From an optimization exercise on the open Yosys and OpenROAD flow, aimed at small area and a short achievable clock period; shortcuts taken in it are not production practice.
RTL that was checked went through simulation tests only; none was proved equivalent to the original.

Setup of run A:
Design Algorithmic_Multiplier, start of the top module:
module Algorithmic_Multiplier(
    input signed [15:0] b0, b1, b2, b3,
    input signed [15:0] x0, x1, x2, x3,
    input clk,
    output signed [15:0] y0, y1, y2, y3
);
clock: 21.0 ns
lec_check: 0
cap_margin: 20
core_margin: 2
core_utilization: 80
cts_cluster_diameter: 80
cts_cluster_size: 25
slew_margin: 20
synth_hierarchical: 1
synth_minimum_keep_size: 0
standard.sh (not shown) runs the stock make flow with config.mk's settings and CLKGATE_MAP_FILE= SYNTH_SCRIPT=/design/flow/synth_recipe.tcl, a recipe that flattens the netlist after the stock synthesis.
==> flow/flow/run.sh <==
#!/bin/bash
# Standard ORFS layout, with the port buffers chosen here (flow/ports.tcl) and timing repair
# aimed at a period well below the design's, so that it sizes the critical paths.
set -euo pipefail
W=$PWD
export DONT_BUFFER_PORTS=1
export PRE_GLOBAL_PLACE_TCL=$W/flow/ports.tcl
export SKIP_BUFFER_REMOVAL=1
export SETUP_SLACK_MARGIN=15.8
export CTS_ARGS="-sink_clustering_enable -repair_clock_nets -sink_clustering_size 25 -sink_clustering_max_diameter 80 -dont_use_dummy_load"
bash standard.sh > $W/standard_make.log 2>&1
==> flow/flow/ports.tcl <==
# Buffer every input and output port (as the standard flow does), with small buffers on the
# inputs and a stronger one on the outputs, and keep those buffers through timing repair.
# Synthesis' pass-through buffers (flip-flop to output port) go first.
remove_buffers
buffer_ports -inputs -buffer_cell sky130_fd_sc_hd__buf_1
buffer_ports -outputs -buffer_cell sky130_fd_sc_hd__buf_4
# connect the new buffers to the power grid before they are marked don't-touch
global_connect
set kept 0
foreach bt [[ord::get_db_block] getBTerms] {
  set net [$bt getNet]
  if {[$net getSigType] eq "CLOCK" || [$bt getName] eq "clk"} { continue }
  foreach it [$net getITerms] {
    set inst [$it getInst]
    if {[string match "sky130_fd_sc_hd__buf_*" [[$inst getMaster] getName]]} {
      $inst setDoNotTouch 1
      incr kept
    }
  }
}
puts "port buffers kept: $kept"
Run A finished all stages; the layout is clean.
The following lists how run B was set up differently from run A:
- swapping 80 for 70 in CORE_UTILIZATION
--- a/flow/flow/run.sh
+++ b/flow/flow/run.sh
@@ -9 +9 @@
-export SETUP_SLACK_MARGIN=15.8
+export SETUP_SLACK_MARGIN=15.75
- In summary, run B completed successfully, with a layout that passed the timing, DRC and antenna checks.
- Effective utilization at floorplan, run A and run B, lower one = run B.
- Compared run A against run B; final area within noise.
- Run A → run B: HPWL reported at the end of detailed placement fell by 1.9%, routed wire length fell by 12%, arrival time of data at the critical path endpoint fell by 5.24 ns.
Input-level comparison between run C and run B:
--- a/flow/flow/ports.tcl
+++ b/flow/flow/ports.tcl
@@ -2 +2 @@
-# inputs and a stronger one on the outputs, and keep those buffers through timing repair.
+# inputs and buf_2 on the outputs, and keep those buffers through timing repair.
@@ -6 +6 @@
-buffer_ports -outputs -buffer_cell sky130_fd_sc_hd__buf_4
+buffer_ports -outputs -buffer_cell sky130_fd_sc_hd__buf_2
### Flow results
Fmax across run B and run C: no real change.
Per the comparison of run C with run B, hold slack climbed 0.024 ns; vias after detailed routing stayed essentially flat.
Any difference in detailed-route vias per instance between run B and run C is small enough to ignore.
Clock transition at the registers of the reported paths: run C vs run B down 0.02 ns
Run C vs run B on initial antenna violation count: run C is the lower one.
--- input diff run C..run D ---
--- a/flow/flow/run.sh
+++ b/flow/flow/run.sh
@@ -10 +10 @@
-export CTS_ARGS="-sink_clustering_enable -repair_clock_nets -sink_clustering_size 25 -sink_clustering_max_diameter 80 -dont_use_dummy_load"
+export CTS_ARGS="-sink_clustering_enable -repair_clock_nets -sink_clustering_size 30 -sink_clustering_max_diameter 100 -dont_use_dummy_load"
--- a/flow/flow/ports.tcl
+++ b/flow/flow/ports.tcl
@@ -2 +2 @@
-# inputs and buf_2 on the outputs, and keep those buffers through timing repair.
+# inputs and a stronger one on the outputs, and keep those buffers through timing repair.
@@ -6 +6 @@
-buffer_ports -outputs -buffer_cell sky130_fd_sc_hd__buf_2
+buffer_ports -outputs -buffer_cell sky130_fd_sc_hd__buf_4
Notes after the runs:
Reported for run D and run C, total setup violations reported at the end of the flow turned out identical to the last digit.
Capturing element of the worst setup path: y3[14] -> run C, y3[12] -> run D
Comparing count of clock-buffer cells in the layout for run D and run C, the smaller number came from run D.
Post-route fraction of the period consumed by the critical path: lower on run C
Run D: count of plain and timing-repair buffers in the layout is 11 lower than what run C reported.
On post-layout worst setup margin: between run D and run C, it ends up lower for run D.
Status: met1 track demand over resource parity (run D, run C)

* * *

Setup of run 1:
Another version of the RTL of Algorithmic_Multiplier (not shown whole).
Size: ~190 I/O pins, about 0.044 mm2 of cells after synthesis.
==> flow/config.mk <==
export PLATFORM = sky130hd
export DESIGN_NAME = Algorithmic_Multiplier
export DESIGN_NICKNAME = Algorithmic_Multiplier
export VERILOG_FILES = /design/flow/design.v
export SDC_FILE = /design/flow/constraint.sdc
export NUM_CORES = 4
export LEC_CHECK = 0
export CAP_MARGIN = 20
export CORE_MARGIN = 2
export CORE_UTILIZATION = 40
export SLEW_MARGIN = 20
export SYNTH_HIERARCHICAL = 1
export SYNTH_MINIMUM_KEEP_SIZE = 0
==> flow/constraint.sdc <==
create_clock -name core_clock -period 21.0 [get_ports {clk}]
set_input_delay 4.2000 -clock core_clock [delete_from_list [all_inputs] [get_ports {clk}]]
set_output_delay 4.2000 -clock core_clock [all_outputs]
set_load 0.01 [all_outputs]
run.sh (not shown) runs the stock make flow with config.mk's settings and CLKGATE_MAP_FILE= SYNTH_SCRIPT=/design/flow/synth_recipe.tcl, a recipe that flattens the netlist after the stock synthesis.
Stock flow here: none of the scripts above is used.
Run 1 reached the final stage; the timing, DRC and antenna checks on its layout passed.
diff inputs: run 1 => run 2
==> flow/flow/run.sh (new file) <==
#!/bin/bash
# Standard ORFS layout, with the port buffers chosen here instead of by buffer_ports' default.
set -euo pipefail
W=$PWD
export DONT_BUFFER_PORTS=1
export PRE_GLOBAL_PLACE_TCL=$W/flow/ports.tcl
export SETUP_SLACK_MARGIN=15.5
bash standard.sh > $W/standard_make.log 2>&1
==> flow/flow/ports.tcl (new file) <==
# Buffer every input and output port: small buffers on the inputs, a stronger one on the outputs.
buffer_ports -inputs -buffer_cell sky130_fd_sc_hd__buf_1
buffer_ports -outputs -buffer_cell sky130_fd_sc_hd__buf_4
==> flow/standard.sh (new file) <==
#!/bin/bash
# synth_recipe.tcl (not shown) runs the flow's synth.tcl, then flattens the netlist and writes it again
# the make line also repeats each setting of config.mk as NAME=value (left out here)
make -C /OpenROAD-flow-scripts/flow DESIGN_CONFIG=/design/flow/config.mk WORK_HOME=/design/flow/orfs CLKGATE_MAP_FILE= SYNTH_SCRIPT=/design/flow/synth_recipe.tcl "${@:-finish}"
removed: flow/run.sh
Results
- Against run 1 as the reference, run 2 delivers a lower count of clock-buffer cells in the layout.
- Against run 1, run 2 reports a number of vias in the routed layout that is lower.
- Sort run 2 and run 1 by buffer count from post-CTS setup fixing, ascending, and run 1 comes first.
- Run 2 reports its critical path's slowest cell as sky130_fd_sc_hd__fa_2 while run 1 reports sky130_fd_sc_hd__dfxtp_1.
- Changes observed in run 2 relative to run 1: number of gates given a new drive strength after cts moved up, area of all sequential standard cells moved up, total detailed-routing wirelength level.
Here is what was changed in the inputs of run 3 compared with run 2.
diff --git a/flow/flow/run.sh b/flow/flow/run.sh
--- a/flow/flow/run.sh
+++ b/flow/flow/run.sh
@@ -6,3 +6,2 @@
 export PRE_GLOBAL_PLACE_TCL=$W/flow/ports.tcl
-export SETUP_SLACK_MARGIN=15.5
 bash standard.sh > $W/standard_make.log 2>&1
Findings:
Run 3: combined area of the multi-input logic cells 1.9% below run 2. Layout-stage area growth over the synthesis result: run 3 and run 2 compared, lower one is run 3. Data arrival time of the critical path delta for run 3 relative to run 2: 0.57 ns higher. Delta (run 3 minus run 2): final cycle utilization of the critical path rose 2.7 points; register share of the cell area higher.

* * *

tundra:
Another version of the RTL of Algorithmic_Multiplier (not shown whole).
Size in the first run: about 3700 cells after synthesis, ~580 flip-flops.
==> flow/config.mk <==
export PLATFORM = sky130hd
export DESIGN_NAME = Algorithmic_Multiplier
export DESIGN_NICKNAME = Algorithmic_Multiplier
export VERILOG_FILES = /design/flow/design.v
export SDC_FILE = /design/flow/constraint.sdc
export NUM_CORES = 4
export LEC_CHECK = 0
export CAP_MARGIN = 20
export CORE_MARGIN = 2
export CORE_UTILIZATION = 40
export SLEW_MARGIN = 20
export SYNTH_HIERARCHICAL = 1
export SYNTH_MINIMUM_KEEP_SIZE = 0
==> flow/constraint.sdc <==
create_clock -name core_clock -period 21.0 [get_ports {clk}]
set_input_delay 4.2000 -clock core_clock [delete_from_list [all_inputs] [get_ports {clk}]]
set_output_delay 4.2000 -clock core_clock [all_outputs]
set_load 0.01 [all_outputs]
standard.sh (not shown) runs the stock make flow with config.mk's settings and CLKGATE_MAP_FILE= SYNTH_SCRIPT=/design/flow/synth_recipe.tcl, a recipe that flattens the netlist after the stock synthesis.
==> flow/flow/run.sh <==
#!/bin/bash
# Standard ORFS layout, with the port buffers chosen here instead of by buffer_ports' default.
set -euo pipefail
W=$PWD
export DONT_BUFFER_PORTS=1
export PRE_GLOBAL_PLACE_TCL=$W/flow/ports.tcl
export SETUP_SLACK_MARGIN=15.7
bash standard.sh > $W/standard_make.log 2>&1
==> flow/flow/ports.tcl <==
# Buffer every input and output port: small buffers on the inputs, a stronger one on the outputs.
buffer_ports -inputs -buffer_cell sky130_fd_sc_hd__buf_1
buffer_ports -outputs -buffer_cell sky130_fd_sc_hd__buf_4
Here is what was changed in the inputs of juniper compared with tundra.
- changing CORE_UTILIZATION from 40 to 60
[summary]
Compared with tundra, in juniper headroom to the max-slew limit down 4.4 points; routing usage on met2 up 19 points.
Fraction of the cycle the final worst path needs: juniper vs tundra — no meaningful difference
Diff tundra -> juniper | biggest cell delay along the critical path | increase of 110 ps
For number of violations of the max-capacitance limit, juniper and tundra come out practically identical.
Per the comparison of juniper with tundra, shortest period the worst path allows decreased by 31 ps relative to the old numbers; count of non-CTS buffers in the layout went down by about 18%; setup slack went up 31 ps.
Taking juniper as 1.0, tundra lands at 0.873 on average detailed-routed wire length per instance.
Area: juniper vs tundra -> juniper smaller
The following lists how indigo was set up differently from juniper:
- swapping 60 for 40 in CORE_UTILIZATION
- putting CTS_CLUSTER_SIZE at 30 where nothing was set
- putting CTS_CLUSTER_DIAMETER at 100 where nothing was set
[summary]
- juniper → indigo: cell count went up, growth of design area from synthesis to finish lost 0.55 points, die area rose 0.037 mm².
No functional check of the RTL was part of any run of this note.

* * *

Algorithmic_Multiplier with an RTL version that a note above also has.
Size in the first run: roughly 3600 cells after synthesis, roughly 590 flip-flops, ~190 I/O pins.
export LEC_CHECK = 0
export CAP_MARGIN = 20
export CORE_MARGIN = 2
export CORE_UTILIZATION = 65
export CTS_CLUSTER_DIAMETER = 80
export CTS_CLUSTER_SIZE = 25
export SLEW_MARGIN = 20
export SYNTH_HIERARCHICAL = 1
export SYNTH_MINIMUM_KEEP_SIZE = 0
create_clock -name core_clock -period 21.0 [get_ports {clk}]
==> flow/flow/run.sh <==
#!/bin/bash
# Standard ORFS layout, with the port buffers chosen here (flow/ports.tcl) and timing repair
# aimed at a period well below the design's, so that it sizes the critical paths.
set -euo pipefail
W=$PWD
export DONT_BUFFER_PORTS=1
export PRE_GLOBAL_PLACE_TCL=$W/flow/ports.tcl
export SKIP_BUFFER_REMOVAL=1
export SETUP_SLACK_MARGIN=15.75
export CTS_ARGS="-sink_clustering_enable -repair_clock_nets -sink_clustering_size 25 -sink_clustering_max_diameter 80 -dont_use_dummy_load"
bash standard.sh > $W/standard_make.log 2>&1
==> flow/flow/ports.tcl <==
# Buffer every input and output port (as the standard flow does), with small buffers on the
# inputs and a stronger one on the outputs, and keep those buffers through timing repair.
# Synthesis' pass-through buffers (flip-flop to output port) go first.
remove_buffers
buffer_ports -inputs -buffer_cell sky130_fd_sc_hd__buf_1
buffer_ports -outputs -buffer_cell sky130_fd_sc_hd__buf_4
# connect the new buffers to the power grid before they are marked don't-touch
global_connect
set kept 0
foreach bt [[ord::get_db_block] getBTerms] {
  set net [$bt getNet]
  if {[$net getSigType] eq "CLOCK" || [$bt getName] eq "clk"} { continue }
  foreach it [$net getITerms] {
    set inst [$it getInst]
    if {[string match "sky130_fd_sc_hd__buf_*" [[$inst getMaster] getName]]} {
      $inst setDoNotTouch 1
      incr kept
    }
  }
}
puts "port buffers kept: $kept"
Then changed:
--- a/flow/flow/run.sh
+++ b/flow/flow/run.sh
@@ -9 +9 @@
-export SETUP_SLACK_MARGIN=15.75
+export SETUP_SLACK_MARGIN=15.8
- CORE_UTILIZATION: 65 -> 70
The changed run finished with timing, DRC and antenna clean.
Design area hardly moves.
Critical path depth is unchanged.
Wire length goes up by 0.90%.
Via count is higher by 2.3%.

* * *

## north
Another version of the RTL of Algorithmic_Multiplier (not shown whole).
Size in the first run: about 3,600 cells after synthesis, roughly 560 flip-flops, ~190 I/O pins, roughly 42,000 um2 of cells after synthesis.
==> flow/config.mk <==
export PLATFORM = sky130hd
export DESIGN_NAME = Algorithmic_Multiplier
export DESIGN_NICKNAME = Algorithmic_Multiplier
export VERILOG_FILES = /design/flow/design.v
export SDC_FILE = /design/flow/constraint.sdc
export NUM_CORES = 4
export LEC_CHECK = 0
export CAP_MARGIN = 20
export CORE_MARGIN = 2
export CORE_UTILIZATION = 70
export CTS_CLUSTER_DIAMETER = 80
export CTS_CLUSTER_SIZE = 25
export SLEW_MARGIN = 20
export SYNTH_HIERARCHICAL = 1
export SYNTH_MINIMUM_KEEP_SIZE = 0
==> flow/constraint.sdc <==
create_clock -name core_clock -period 21.0 [get_ports {clk}]
set_input_delay 4.2000 -clock core_clock [delete_from_list [all_inputs] [get_ports {clk}]]
set_output_delay 4.2000 -clock core_clock [all_outputs]
set_load 0.01 [all_outputs]
==> flow/flow/run.sh <==
#!/bin/bash
# Standard ORFS layout, with the port buffers chosen here (flow/ports.tcl) and timing repair
# aimed at a period well below the design's, so that it sizes the critical paths.
set -euo pipefail
W=$PWD
export DONT_BUFFER_PORTS=1
export PRE_GLOBAL_PLACE_TCL=$W/flow/ports.tcl
export SKIP_BUFFER_REMOVAL=1
export SETUP_SLACK_MARGIN=15.7
export CTS_ARGS="-sink_clustering_enable -repair_clock_nets -sink_clustering_size 25 -sink_clustering_max_diameter 80 -dont_use_dummy_load"
bash standard.sh > $W/standard_make.log 2>&1
Scripts as last shown in full above: flow/flow/ports.tcl
## Diff of input files: south against north
-- flow/flow/run.sh --
<<< north, line 9
export SETUP_SLACK_MARGIN=15.7
export CTS_ARGS="-sink_clustering_enable -repair_clock_nets -sink_clustering_size 25 -sink_clustering_max_diameter 80 -dont_use_dummy_load"
bash standard.sh > $W/standard_make.log 2>&1
>>> south, line 9
export SETUP_SLACK_MARGIN=15.7
export CTS_ARGS="-sink_clustering_enable -repair_clock_nets -sink_clustering_size 18 -sink_clustering_max_diameter 55 -dont_use_dummy_load -sink_clustering_buffer sky130_fd_sc_hd__clkbuf_8"
bash standard.sh > $W/standard_make.log 2>&1
Notes after the runs:
- south: full flow OK, the timing, DRC and antenna checks passed
- north: PASS, flow complete, no timing, DRC or antenna violations
- On wire length, north tracks south almost exactly.
- For total track usage, north and south come out practically identical.
- Changes observed in south relative to north: largest stage delay on the critical path down 40 ps.
- Wire length of the first global-routing pass essentially unchanged between north and south.
Modified inputs, east compared to south
==> flow/flow/run.sh <==
#!/bin/bash
# Standard ORFS layout, with the port buffers chosen here (flow/ports.tcl) and timing repair
# aimed at a period well below the design's, so that it sizes the critical paths.
set -euo pipefail
W=$PWD
export DONT_BUFFER_PORTS=1
export PRE_GLOBAL_PLACE_TCL=$W/flow/ports.tcl
export SKIP_BUFFER_REMOVAL=1
export SETUP_SLACK_MARGIN=15.75
export CTS_ARGS="-sink_clustering_enable -repair_clock_nets -sink_clustering_size 25 -sink_clustering_max_diameter 80 -dont_use_dummy_load"
bash standard.sh > $W/standard_make.log 2>&1
==> comparison <==
Non-clock buffer count for east: about 4.4% down relative to south. Between east and south, number of gates resized after CTS is higher for east, south comes in under that. On east: portion of the layout cell area used by clock cells is 0.22 points higher than what south gave. Sort east and south by routed wire length asc -> top: south. The lower minimum setup slack in the final design came out of east. For final area, south and east come out practically identical. The clock transition at the registers of the reported paths on east is in line with that on south. Looking at number of antenna violations at the first check in global routing, east sits 3 lower than south does. Comparing east and south, the lower met3 routing resource usage after global routing was measured on east. Register area of east is on par with south. Sort east and south by fraction of the cycle the final worst path needs desc -> top: east.

-- what the ideal ports hide --
The flow's constraints put no driver on any port. The routed layouts listed below were extracted and timed again, unchanged, in two steps. Step 1 sets driving cells, clkbuf_16 on the clock port and buf_2 on the other inputs (assumed; they add their load-dependent delay and slew). Step 2 times the ports against the registers' clock, not the clock port: input delays grow and output delays shrink by t, the midpoint of the rising clock arrivals with the driver on. Slacks: no drivers / after step 1 / after step 2; pairs: no drivers / after step 1.
run	t, ns	slack for setup (ns)	latest minus earliest clock arrival (ns)
run A	0.660	15.175 / 15.175 / 15.175	0.059 / 0.059
run B	0.624	15.717 / 15.649 / 15.815	0.076 / 0.076
run C	0.631	15.729 / 15.663 / 15.855	0.053 / 0.054
run D	0.693	15.609 / 15.543 / 15.759	0.084 / 0.085
run 1	0.716	14.977 / 14.977 / 14.977	0.047 / 0.047
run 2	0.713	15.548 / 15.548 / 15.548	0.057 / 0.057
run 3	0.709	14.971 / 14.971 / 14.971	0.056 / 0.055
tundra	0.707	15.583 / 15.583 / 15.583	0.036 / 0.036
juniper	0.679	15.614 / 15.614 / 15.614	0.029 / 0.030
indigo	0.695	15.562 / 15.562 / 15.562	0.048 / 0.048
the first run of note 4	0.639	15.704 / 15.635 / 15.778	0.061 / 0.061
the second run of note 4	0.622	15.717 / 15.652 / 15.860	0.081 / 0.080
north	0.635	15.674 / 15.606 / 15.756	0.065 / 0.065
south	0.635	15.719 / 15.654 / 15.798	0.072 / 0.073
east	0.635	15.678 / 15.610 / 15.752	0.063 / 0.063
After both steps setup and hold are still met in every run listed.
